Background: an optimization exercise with open tools, aiming at small area, a short achievable clock period and few clock cycles. Do not read the settings as production practice. Power and IR drop assume default switching activity.

==> inputs of v37 <==
// mips
module mips(
	input clk, arst_n,
	input [31:0] instr, mem_read_data,
	output [31:0] current_inst, alu_out, mem_write_data,
	output mem_write
);
==> module mips, before the edit <==
module mips(
	input clk, arst_n,
	input [31:0] instr, mem_read_data,
	output [31:0] current_inst, alu_out, mem_write_data,
	output mem_write
);
	reg  [31:2] pc_f;
	wire [31:2] pc_f4 = pc_f + 30'd1;
	wire f_j = (instr[31:26] == 6'b000010);
	assign current_inst = {pc_f, 2'b00};
	reg        v_d;
	reg [31:0] ir;
	wire [5:0] op = ir[31:26];
	wire [4:0] rs = ir[25:21], rt = ir[20:16], rd = ir[15:11];
	wire [5:0] fn = ir[5:0];
	wire d_r    = v_d & (op == 6'h00);
	wire d_addi = v_d & (op == 6'h08);
	wire d_lw   = v_d & (op == 6'h23);
	wire d_sw   = v_d & (op == 6'h2b);
	wire d_beq  = v_d & (op == 6'h04);
	wire f_sub  = (fn == 6'h22);
	wire f_slt  = (fn == 6'h2a);
	wire f_mul  = (fn == 6'h1c);
	wire [4:0] dst = d_r ? rd : rt;
	wire d_wr   = (d_r | d_addi | d_lw) & (dst != 5'd0);
	wire use_rs = d_r | d_addi | d_lw | d_sw | d_beq;
	wire use_rt = d_r | d_sw | d_beq;
	reg        we_m, ld_m, st_m, mul_m;
	reg [1:0]  mstep;
	reg [23:0] acc_s, acc_c;
	reg        acc_ci;
	reg [4:0]  rd_m;
	reg [31:0] res_m, sd_m;
	wire [31:0] rf_an, rf_bn;
	wire [31:0] wb;
	wire mul_busy = mul_m & (mstep != 2'd3);
	wire wb_en = we_m & ~mul_busy;
	reg_file reg_file(.clk(clk), .we(wb_en), .a1(rs), .a2(rt), .a3(rd_m), .wd(wb), .rd1_n(rf_an), .rd2_n(rf_bn));
	wire hit_a = we_m & (rd_m == rs);
	wire hit_b = we_m & (rd_m == rt);
	wire [31:0] a = hit_a ? res_m : ~rf_an;
	wire [31:0] b = hit_b ? res_m : ~rf_bn;
	wire late = ld_m | mul_m;
	wire stall = mul_busy | (late & ((use_rs & hit_a) | (use_rt & hit_b)));
	wire [31:0] imm = {{16{ir[15]}}, ir[15:0]};
	wire do_sub = d_r & (f_sub | f_slt);
	wire [31:0] bop = d_r ? b : imm;
	wire [31:0] sum;
	wire        cout;
	add32 alu_add(.a(a), .b(bop ^ {32{do_sub}}), .cin(do_sub), .s(sum), .co(cout));
	wire lt = ~cout;
	wire [31:0] res = (d_r & f_mul) ? a : (d_r & f_slt) ? {31'd0, lt} : sum;
	wire eq;
	eq32 beq_cmp(.a(a), .b(b), .eq(eq));
	wire redirect = d_beq & eq & ~stall;
	wire [31:2] pc_seq = stall ? pc_f : f_j ? {pc_f4[31:28], instr[25:0]} : pc_f4;
	wire [31:2] pc_tgt = pc_f + {{14{ir[15]}}, ir[15:0]};
	wire [31:2] pc_next;
	genvar gi;
	generate for (gi = 2; gi < 32; gi = gi + 1) begin : gpc
		mux2_cell m(.a(pc_seq[gi]), .b(pc_tgt[gi]), .s(redirect), .y(pc_next[gi]));
	end endgenerate
	wire [7:0]  pbyte;
	wire        pcout;
	wire [23:0] nacc_s, nacc_c;
	mul_step mul_step(.a(res_m), .b(sd_m[7:0]), .s(acc_s), .c(acc_c), .cin(acc_ci),
		.p(pbyte), .cout(pcout), .s_next(nacc_s), .c_next(nacc_c));
	wire [31:0] mprod = {pbyte, sd_m[31:8]};
	assign wb = ld_m ? mem_read_data : mul_m ? mprod : res_m;
	assign alu_out = res_m;
	assign mem_write_data = sd_m;
	assign mem_write = st_m;
	always @(posedge clk or negedge arst_n) begin
		if (!arst_n) begin
			pc_f <= 30'd0;
			v_d <= 1'b0;
			we_m <= 1'b0;
			ld_m <= 1'b0;
			st_m <= 1'b0;
			mul_m <= 1'b0;
			mstep <= 2'd0;
		end else begin
			pc_f <= pc_next;
			if (!stall)
				v_d <= ~redirect;
			if (mul_busy) begin
				mstep <= mstep + 2'd1;
			end else if (stall) begin
				we_m <= 1'b0;
				ld_m <= 1'b0;
				st_m <= 1'b0;
				mul_m <= 1'b0;
			end else begin
				we_m <= d_wr;
				ld_m <= d_lw;
				st_m <= d_sw;
				mul_m <= d_r & f_mul & (dst != 5'd0);
				mstep <= 2'd0;
			end
		end
	end
	always @(posedge clk) begin
		if (mul_busy) begin
			acc_s <= nacc_s;
			acc_c <= nacc_c;
			acc_ci <= pcout;
		end else begin
			acc_s <= 24'd0;
			acc_c <= 24'd0;
			acc_ci <= 1'b0;
		end
	end
	always @(posedge clk) begin
		if (!stall)
			ir <= instr;
		if (mul_busy) begin
			sd_m <= mprod;
		end else if (!stall) begin
			res_m <= res;
			sd_m <= b;
			rd_m <= dst;
		end
	end
endmodule
Settings: LEC_CHECK=0, CAP_MARGIN=20, CORE_MARGIN=2, CORE_UTILIZATION=40, SLEW_MARGIN=20, SYNTH_HIERARCHICAL=1; clock period 22.0 ns.
standard.sh (not shown) runs the stock make flow with config.mk's settings and CLKGATE_MAP_FILE= SYNTH_SCRIPT=/design/flow/synth_recipe.tcl, a recipe that flattens the netlist after the stock synthesis.
==> flow/flow/run.sh <==
#!/bin/bash
# The standard ORFS flow (the standard.sh) with two changes to how the
# layout is made: timing repair is asked to leave a setup margin, so that the
# tools keep improving paths that already meet the design's period, and the
# port buffers are plain buffers. Each step's output goes to a log of its own.
set -euo pipefail
MARGIN=${MARGIN:-16}
bash standard.sh synth > log_synth.txt 2>&1
for t in floorplan place cts route finish; do
  bash standard.sh SETUP_SLACK_MARGIN=$MARGIN "BUFFER_PORTS_ARGS=-buffer_cell sky130_fd_sc_hd__buf_4" $t > log_$t.txt 2>&1
done
==> v19: changes against v37 <==
--- a/flow/design.v
+++ b/flow/design.v
@@ -895,3 +895,3 @@
 	reg [4:0]  rd_m;
-	reg [31:0] res_m, sd_m;
+	reg [31:0] res_m, sd_m, ao_m;
 	wire [31:0] rf_an, rf_bn;
@@ -905,4 +905,8 @@
 	wire [31:0] b = hit_b ? res_m : ~rf_bn;
-	wire late = ld_m | mul_m;
-	wire stall = mul_busy | (late & ((use_rs & hit_a) | (use_rt & hit_b)));
+	wire d_mul = d_r & f_mul;
+	wire ld_a = ld_m & hit_a;
+	wire ld_b = ld_m & hit_b;
+	wire stall = mul_busy |
+	             (mul_m & ((use_rs & hit_a) | (use_rt & hit_b))) |
+	             (ld_a & use_rs & ~d_mul) | (ld_b & use_rt & ~d_mul & ~d_sw);
 	wire [31:0] imm = {{16{ir[15]}}, ir[15:0]};
@@ -914,8 +918,27 @@
 	wire lt = ~cout;
-	wire [31:0] res = (d_r & f_mul) ? a : (d_r & f_slt) ? {31'd0, lt} : sum;
+	wire [31:0] res = d_mul ? a : (d_r & f_slt) ? {31'd0, lt} : sum;
 	wire eq;
 	eq32 beq_cmp(.a(a), .b(b), .eq(eq));
-	wire redirect = d_beq & eq & ~stall;
-	wire [31:2] pc_seq = stall ? pc_f : f_j ? {pc_f4[31:28], instr[25:0]} : pc_f4;
+	reg pred_d;
+	wire redirect = d_beq & eq & ~stall & ~pred_d;
+	reg       jf_v;
+	reg [9:2] jf_key, jf_tgt;
+	wire f_beq = (instr[31:26] == 6'b000100);
+	wire jf_hit = jf_v & (pc_f[9:2] == jf_key);
+	wire fold = jf_hit & ~f_beq & ~f_j;
+	wire j_same = ({pc_f4[31:28], instr[25:8]} == pc_f[31:10]);
+	wire jf_learn = f_j & j_same & (pc_f[9:2] != 8'd0);
 	wire [31:2] pc_tgt = pc_f + {{14{ir[15]}}, ir[15:0]};
+	reg       ub_v;
+	reg [9:2] ub_key, ub_tgt;
+	wire ub_hit = ub_v & (pc_f[9:2] == ub_key);
+	wire ub_learn = d_beq & ~pred_d & (rs == 5'd0) & (rt == 5'd0) & ~stall &
+	                (pc_tgt[31:10] == pc_f[31:10]) & (pc_f[9:2] != 8'd0);
+	wire region_change = redirect ? (pc_tgt[31:10] != pc_f[31:10]) :
+	                     stall ? 1'b0 :
+	                     f_j ? ~j_same :
+	                     ~fold & ~ub_hit & (pc_f[9:2] == 8'hff);
+	wire [31:2] pc_seq = stall ? pc_f : f_j ? {pc_f4[31:28], instr[25:0]} :
+	                     fold ? {pc_f[31:10], jf_tgt} :
+	                     ub_hit ? {pc_f[31:10], ub_tgt} : pc_f4;
 	wire [31:2] pc_next;
@@ -932,3 +955,3 @@
 	assign wb = ld_m ? mem_read_data : mul_m ? mprod : res_m;
-	assign alu_out = res_m;
+	assign alu_out = ao_m;
 	assign mem_write_data = sd_m;
@@ -959,3 +982,3 @@
 				st_m <= d_sw;
-				mul_m <= d_r & f_mul & (dst != 5'd0);
+				mul_m <= d_mul & (dst != 5'd0);
 				mstep <= 2'd0;
@@ -964,2 +987,30 @@
 	end
+	always @(posedge clk or negedge arst_n) begin
+		if (!arst_n)
+			jf_v <= 1'b0;
+		else if (region_change)
+			jf_v <= 1'b0;
+		else if (jf_learn)
+			jf_v <= 1'b1;
+	end
+	always @(posedge clk or negedge arst_n) begin
+		if (!arst_n)
+			ub_v <= 1'b0;
+		else if (region_change)
+			ub_v <= 1'b0;
+		else if (ub_learn)
+			ub_v <= 1'b1;
+	end
+	always @(posedge clk) begin
+		if (ub_learn) begin
+			ub_key <= pc_f[9:2] - 8'd1;
+			ub_tgt <= pc_tgt[9:2];
+		end
+	end
+	always @(posedge clk) begin
+		if (jf_learn) begin
+			jf_key <= pc_f[9:2] - 8'd1;
+			jf_tgt <= instr[7:0];
+		end
+	end
 	always @(posedge clk) begin
@@ -976,11 +1027,14 @@
 	always @(posedge clk) begin
-		if (!stall)
+		if (!stall) begin
 			ir <= instr;
+			pred_d <= ub_hit;
+		end
 		if (mul_busy) begin
 			sd_m <= mprod;
-		end else if (!stall) begin
-			res_m <= res;
-			sd_m <= b;
+		end else begin
+			res_m <= (d_mul & ld_a) ? mem_read_data : res;
+			sd_m <= ((d_mul | d_sw) & ld_b) ? mem_read_data : b;
 			rd_m <= dst;
 		end
+		ao_m <= (d_mul & ld_a) ? mem_read_data : res;
 	end
==> summary.txt <==
metric                                                                       v19                        v37
Share of cell area taken by flip-flops and latches                         49.7%                      50.3%
Area taken by flip-flops and latches                                  36100 um^2                 34700 um^2
Worst hold path depth                                                          2                          1
Number of placement rows                                                     145                        142
Signal inverters                                                              26                         84
Combinational group share of total power                                   31.1%                      32.6%
Post-synthesis sequential area ratio                                       57.4%                      58.0%
Power in sequential cells                                                3.15 mW                    2.89 mW
Status                                                            finished clean             finished clean
Share of cell area taken by muxes after synthesis                          2.48%                      1.99%
Clock Latency Late Sink                                                  0.79 ns                    0.76 ns
Growth of design area from synthesis to finish                             15.4%                      15.2%
Beginning of the critical path                                  ir[25]$_DFFE_PN_         sd_m[13]$_DFFE_PP_
Final worst-path cycle share                                               27.6%                      27.3%
Die X-Extent                                                              401 um                     391 um
CP max stage cell                                         sky130_fd_sc_hd__inv_2  sky130_fd_sc_hd__edfxtp_1
Share of the final layout cell area in multi-input gates                   36.9%                      36.1%
Biggest cell delay along the critical path                               0.84 ns                    0.61 ns
Worst setup slack after placement                                       14.85 ns                   15.81 ns
Worst-Margin Slew                                                        1.09 ns                    1.18 ns
Number of cells in the design after placement                               6679                       6341
Function was not checked in any run of this note: the RTL went through the layout flow alone.

## port drivers added, routing unchanged
The flow's constraints put no driver on any port. The routed layouts listed below were extracted and timed again, unchanged, in two steps. Step 1 assumes that a clkbuf_16 drives the clock port and a buf_2 every other input. Step 2 adds t to the input delays and takes it off the output delays; t is the mean of the earliest and latest rising clock arrival at the registers after step 1. Input paths then give back, and output paths get back, about the clock's delay inside the block. Three values: no drivers, after step 1, after step 2; two values: the first two.
run | t (ns) | slack for setup (ns) | hold WS [ns] | clock arrival spread, ns
v37 | 0.824 | 16.001 / 15.922 / 15.816 | 0.491 / 0.491 / 0.491 | 0.040 / 0.040
v19 | 0.853 | 15.923 / 15.923 / 15.138 | 0.503 / 0.503 / 0.503 | 0.053 / 0.053
After both steps setup and hold are still met in every run listed. For v19, which loses most, drivers alone change the setup slack by 0.000 ns; drivers and shift together by -0.785 ns.
